Source: an optimization exercise on an open RTL-to-GDS flow (aim: small area and few clock cycles). Production flows keep margins and buffers that such runs may drop.
The RTL was checked by simulation tests, not by an equivalence proof against the original design.
Power figures rest on the tool's default switching activity, not on a simulated workload.

==> flow/design.v <==
`timescale 1ns/1ps
module d_cache #(
  parameter ADDR_WIDTH = 32,
  parameter DATA_WIDTH = 32,
  parameter NUM_SETS = 8,
  parameter ASSOC = 4,
  parameter LINE_WORDS = 1
)(
  input  logic                    clk,
  input  logic                    rst_n,
  input  logic [ADDR_WIDTH-1:0]   cpu_addr,
  input  logic                    cpu_rd,
  input  logic                    cpu_wr,
  input  logic [DATA_WIDTH-1:0]   cpu_wdata,
  output logic [DATA_WIDTH-1:0]   cpu_rdata,
  output logic                    cpu_ready,
  output logic [ADDR_WIDTH-1:0]   mem_addr,
  output logic                    mem_rd,
  output logic                    mem_wr,
  output logic [DATA_WIDTH-1:0]   mem_wdata,
  input  logic [DATA_WIDTH-1:0]   mem_rdata,
  input  logic                    mem_ready
);
  localparam SET_BITS = 3;
  localparam WAY_BITS = 2;
  localparam TAG_BITS = ADDR_WIDTH - SET_BITS;
  localparam LINES = NUM_SETS * ASSOC;
  wire [SET_BITS-1:0] set = cpu_addr[SET_BITS-1:0];
  wire [TAG_BITS-1:0] tag = cpu_addr[ADDR_WIDTH-1 -: TAG_BITS];
  logic [LINES-1:0]                 line_dirty;
  logic [LINES-1:0][TAG_BITS-1:0]   line_tag;
  logic [LINES-1:0][DATA_WIDTH-1:0] line_data;
  logic [NUM_SETS-1:0][5:0] mru;
  logic [NUM_SETS-1:0]      v0;
  logic st_wb;     
  logic st_rd;     
  logic st_ww;     
  logic bg_wr;     
  logic bg_rd;     
  logic [SET_BITS+WAY_BITS-1:0] ridx;   
  logic [ADDR_WIDTH-1:0] maddr;
  logic [5:0] m;
  logic [3:0] valid;
  logic [ASSOC-1:0][TAG_BITS-1:0] stag;
  logic [ASSOC-1:0] sdirty;
  always_comb begin
    m = mru[set];
    valid[0] = v0[set];
    valid[1] = v0[set] | m[0];
    valid[2] = v0[set] | m[1];
    valid[3] = v0[set] | m[2];
    stag = '0;
    sdirty = '0;
    for (int s = 0; s < NUM_SETS; s++)
      for (int w = 0; w < ASSOC; w++) begin
        stag[w] = stag[w] | (line_tag[s*ASSOC+w] & {TAG_BITS{set == s}});
        sdirty[w] = sdirty[w] | (line_dirty[s*ASSOC+w] & (set == s));
      end
  end
  logic hit;
  logic [WAY_BITS-1:0] hit_way;
  always_comb begin
    hit = 0;
    hit_way = '0;
    for (int w = 0; w < ASSOC; w++) begin
      if (valid[w] && stag[w] == tag) begin
        hit = 1;
        hit_way = w;
      end
    end
  end
  logic [WAY_BITS-1:0] victim;
  always_comb begin
    if (m[0] && m[1] && m[2])         victim = 2'd0;
    else if (!m[0] && m[3] && m[4])   victim = 2'd1;
    else if (!m[1] && !m[3] && m[5])  victim = 2'd2;
    else                              victim = 2'd3;
  end
  wire req  = cpu_rd || cpu_wr;
  wire idle = !st_wb && !st_rd && !st_ww;
  wire mem_free = !bg_wr && (!bg_rd || mem_ready);
  wire victim_dirty = valid[victim] && sdirty[victim];
  wire hit_ok   = idle && req && hit;
  wire miss_go  = idle && req && !hit && mem_free;
  wire wm_clean = miss_go && cpu_wr && !victim_dirty;   
  wire ww_done  = st_ww;                                
  wire fill     = st_rd && mem_ready;
  wire hit_wr   = hit_ok && cpu_wr;
  wire alloc    = wm_clean || ww_done || fill;          
  wire [WAY_BITS-1:0] wway = idle ? (hit ? hit_way : victim) : ridx[1:0];
  wire touch = hit_ok || alloc;
  logic [5:0] mnew;
  always_comb begin
    mnew = m;
    case (wway)
      2'd0: begin mnew[0] = 0; mnew[1] = 0; mnew[2] = 0; end
      2'd1: begin mnew[0] = 1; mnew[3] = 0; mnew[4] = 0; end
      2'd2: begin mnew[1] = 1; mnew[3] = 1; mnew[5] = 0; end
      2'd3: begin mnew[2] = 1; mnew[4] = 1; mnew[5] = 1; end
    endcase
  end
  always_ff @(posedge clk or negedge rst_n) begin
    if (!rst_n) begin
      cpu_ready <= 0;
      mem_rd <= 0;
      mem_wr <= 0;
      st_wb <= 0;
      st_rd <= 0;
      st_ww <= 0;
      bg_wr <= 0;
      bg_rd <= 0;
      mru <= '0;
      v0 <= '0;
    end else begin
      cpu_ready <= hit_ok || alloc;
      mem_wr <= miss_go && victim_dirty;
      mem_rd <= (miss_go && !victim_dirty) || (st_wb && mem_ready) || (bg_wr && mem_ready);
      st_wb <= miss_go && victim_dirty && cpu_rd || st_wb && !mem_ready;
      st_rd <= miss_go && !victim_dirty && cpu_rd || st_wb && mem_ready || st_rd && !mem_ready;
      st_ww <= miss_go && victim_dirty && cpu_wr;
      bg_wr <= ww_done || bg_wr && !mem_ready;
      bg_rd <= wm_clean || bg_wr && mem_ready || bg_rd && !mem_ready;
      if (touch) mru[set] <= mnew;
      if (alloc && wway == 2'd0) v0[set] <= 1;
    end
  end
  always_ff @(posedge clk) begin
    if (idle) ridx <= {set, wway};
    if (miss_go || ww_done || (st_wb && mem_ready))
      maddr <= (miss_go && victim_dirty) ? {stag[victim], set} : cpu_addr;
  end
  wire [SET_BITS+WAY_BITS-1:0] widx = {set, wway};
  wire [DATA_WIDTH-1:0] wdata = fill ? mem_rdata : cpu_wdata;
  wire data_we = hit_wr || alloc;
  always_ff @(posedge clk) begin
    for (int l = 0; l < LINES; l++) begin
      if (data_we && widx == l) begin
        line_data[l] <= wdata;
        line_dirty[l] <= !fill;
      end
      if (alloc && widx == l) line_tag[l] <= tag;
    end
  end
  logic [DATA_WIDTH-1:0] rdata;
  always_comb begin
    rdata = '0;
    for (int l = 0; l < LINES; l++)
      rdata = rdata | (line_data[l] & {DATA_WIDTH{ridx == l}});
  end
  assign cpu_rdata = rdata;
  assign mem_wdata = rdata;
  assign mem_addr  = maddr;
endmodule
clock: 9.0 ns
lec_check: 0
cap_margin: 20
core_margin: 2
core_utilization: 45
slew_margin: 20
standard.sh (not shown) runs the stock make flow with config.mk's settings and CLKGATE_MAP_FILE= SYNTH_SCRIPT=/design/flow/synth_recipe.tcl, a recipe that flattens the netlist after the stock synthesis.
==> flow/flow/run.sh <==
#!/bin/bash
# The standard layout, with two changes: synthesis maps the logic with an
# area-recovery ABC script (flow/area.abc), and the layout uses small port
# buffers and a clock tree of clkbuf_16 leaf clusters of up to 25 sinks without dummy loads.
# make's output goes to flow_make.log; each tool's log is under orfs/logs.
set -euo pipefail
W=$(pwd)
ORFS=$W/orfs
RES=$ORFS/results/$FLOW_PLATFORM/d_cache/base
export AREA_ABC_SCRIPT=$W/flow/area.abc
{ echo "source $W/flow/abc_wrap.tcl"; cat $W/synth_recipe.tcl; } > $W/flow_synth.tcl
export BUFFER_PORTS_ARGS="-buffer_cell sky130_fd_sc_hd__buf_1"
export CTS_ARGS="-sink_clustering_enable -repair_clock_nets -sink_clustering_size 25 -sink_clustering_max_diameter 80 -buf_list sky130_fd_sc_hd__clkbuf_16 -dont_use_dummy_load"
make -C $FLOW_HOME DESIGN_CONFIG=$FLOW_CONFIG WORK_HOME=$ORFS CLKGATE_MAP_FILE= \
  SYNTH_SCRIPT=$W/flow_synth.tcl finish > $W/flow_make.log 2>&1
: # left out here: write the final layout as DEF
==> flow/flow/abc_wrap.tcl <==
# Run ABC with the area-recovery mapping script beside this file instead of
# the one the synthesis script names. Registers are mapped before this step,
# so they stay exactly as the standard synthesis makes them.
proc abc {args} {
  set i [lsearch -exact $args -script]
  if {$i >= 0} { lset args [expr {$i + 1}] $::env(AREA_ABC_SCRIPT) }
  yosys abc {*}$args
}
==> flow/flow/area.abc <==
strash
&get -n
&st
&dch
&nf -R 1000
&put
The first run went through all stages and came out clean.
Testbench counts at the start, summed over its fixed seeds: cycles 74,111.
Next try:
--- a/flow/design.v
+++ b/flow/design.v
@@ -107,10 +107,12 @@
       st_wb <= 0;
       st_rd <= 0;
       st_ww <= 0;
       bg_wr <= 0;
       bg_rd <= 0;
+      ridx <= '0;
+      maddr <= '0;
       mru <= '0;
       v0 <= '0;
     end else begin
       cpu_ready <= hit_ok || alloc;
       mem_wr <= miss_go && victim_dirty;
@@ -118,18 +120,16 @@
       st_wb <= miss_go && victim_dirty && cpu_rd || st_wb && !mem_ready;
       st_rd <= miss_go && !victim_dirty && cpu_rd || st_wb && mem_ready || st_rd && !mem_ready;
       st_ww <= miss_go && victim_dirty && cpu_wr;
       bg_wr <= ww_done || bg_wr && !mem_ready;
       bg_rd <= wm_clean || bg_wr && mem_ready || bg_rd && !mem_ready;
+      if (idle) ridx <= {set, wway};
+      if (miss_go || ww_done || (st_wb && mem_ready))
+        maddr <= (miss_go && victim_dirty) ? {stag[victim], set} : cpu_addr;
       if (touch) mru[set] <= mnew;
       if (alloc && wway == 2'd0) v0[set] <= 1;
     end
-  end
-  always_ff @(posedge clk) begin
-    if (idle) ridx <= {set, wway};
-    if (miss_go || ww_done || (st_wb && mem_ready))
-      maddr <= (miss_go && victim_dirty) ? {stag[victim], set} : cpu_addr;
   end
   wire [SET_BITS+WAY_BITS-1:0] widx = {set, wway};
   wire [DATA_WIDTH-1:0] wdata = fill ? mem_rdata : cpu_wdata;
   wire data_we = hit_wr || alloc;
   always_ff @(posedge clk) begin
The new run finished clean.
Area after synthesis stays flat.
Cell count is about the same.
Total power is lower by 1.6%.
First-iteration DRC count is higher by 8.5%.
Fmax is higher by 1.2%.
Design area is higher by 0.50%.
Routed wire length is lower by 1.6%.
Sequential cell count stays the same.
Testbench counts after the change, summed over its fixed seeds: cycles 74,111.

==> re-timing with driven ports <==
The flow's constraints put no driver on any port. The routed layouts listed below were extracted and timed again, unchanged, in two steps.
Step 1 assumes that a clkbuf_16 drives the clock port and a buf_2 every other input.
Step 2 also shifts input and output timing later by t, the mid clock arrival at the registers, as if the neighbouring blocks saw the same clock.
Slacks: ideal / step 1 / step 2; pairs: ideal / step 1.
run	t (ns)	slack for setup (ns)	worst setup path at the end	worst slew at a driven data input, ns	pins driven straight from the clock port
the first run	0.801	0.790 / 0.847 / 0.046	input to register	0.15	1
the second run	0.833	0.889 / 0.923 / 0.090	input to register	0.11	1
After both steps every run listed still meets setup and hold. For the second run, which loses most, drivers alone change the setup slack by +0.034 ns; drivers and shift together by -0.799 ns.
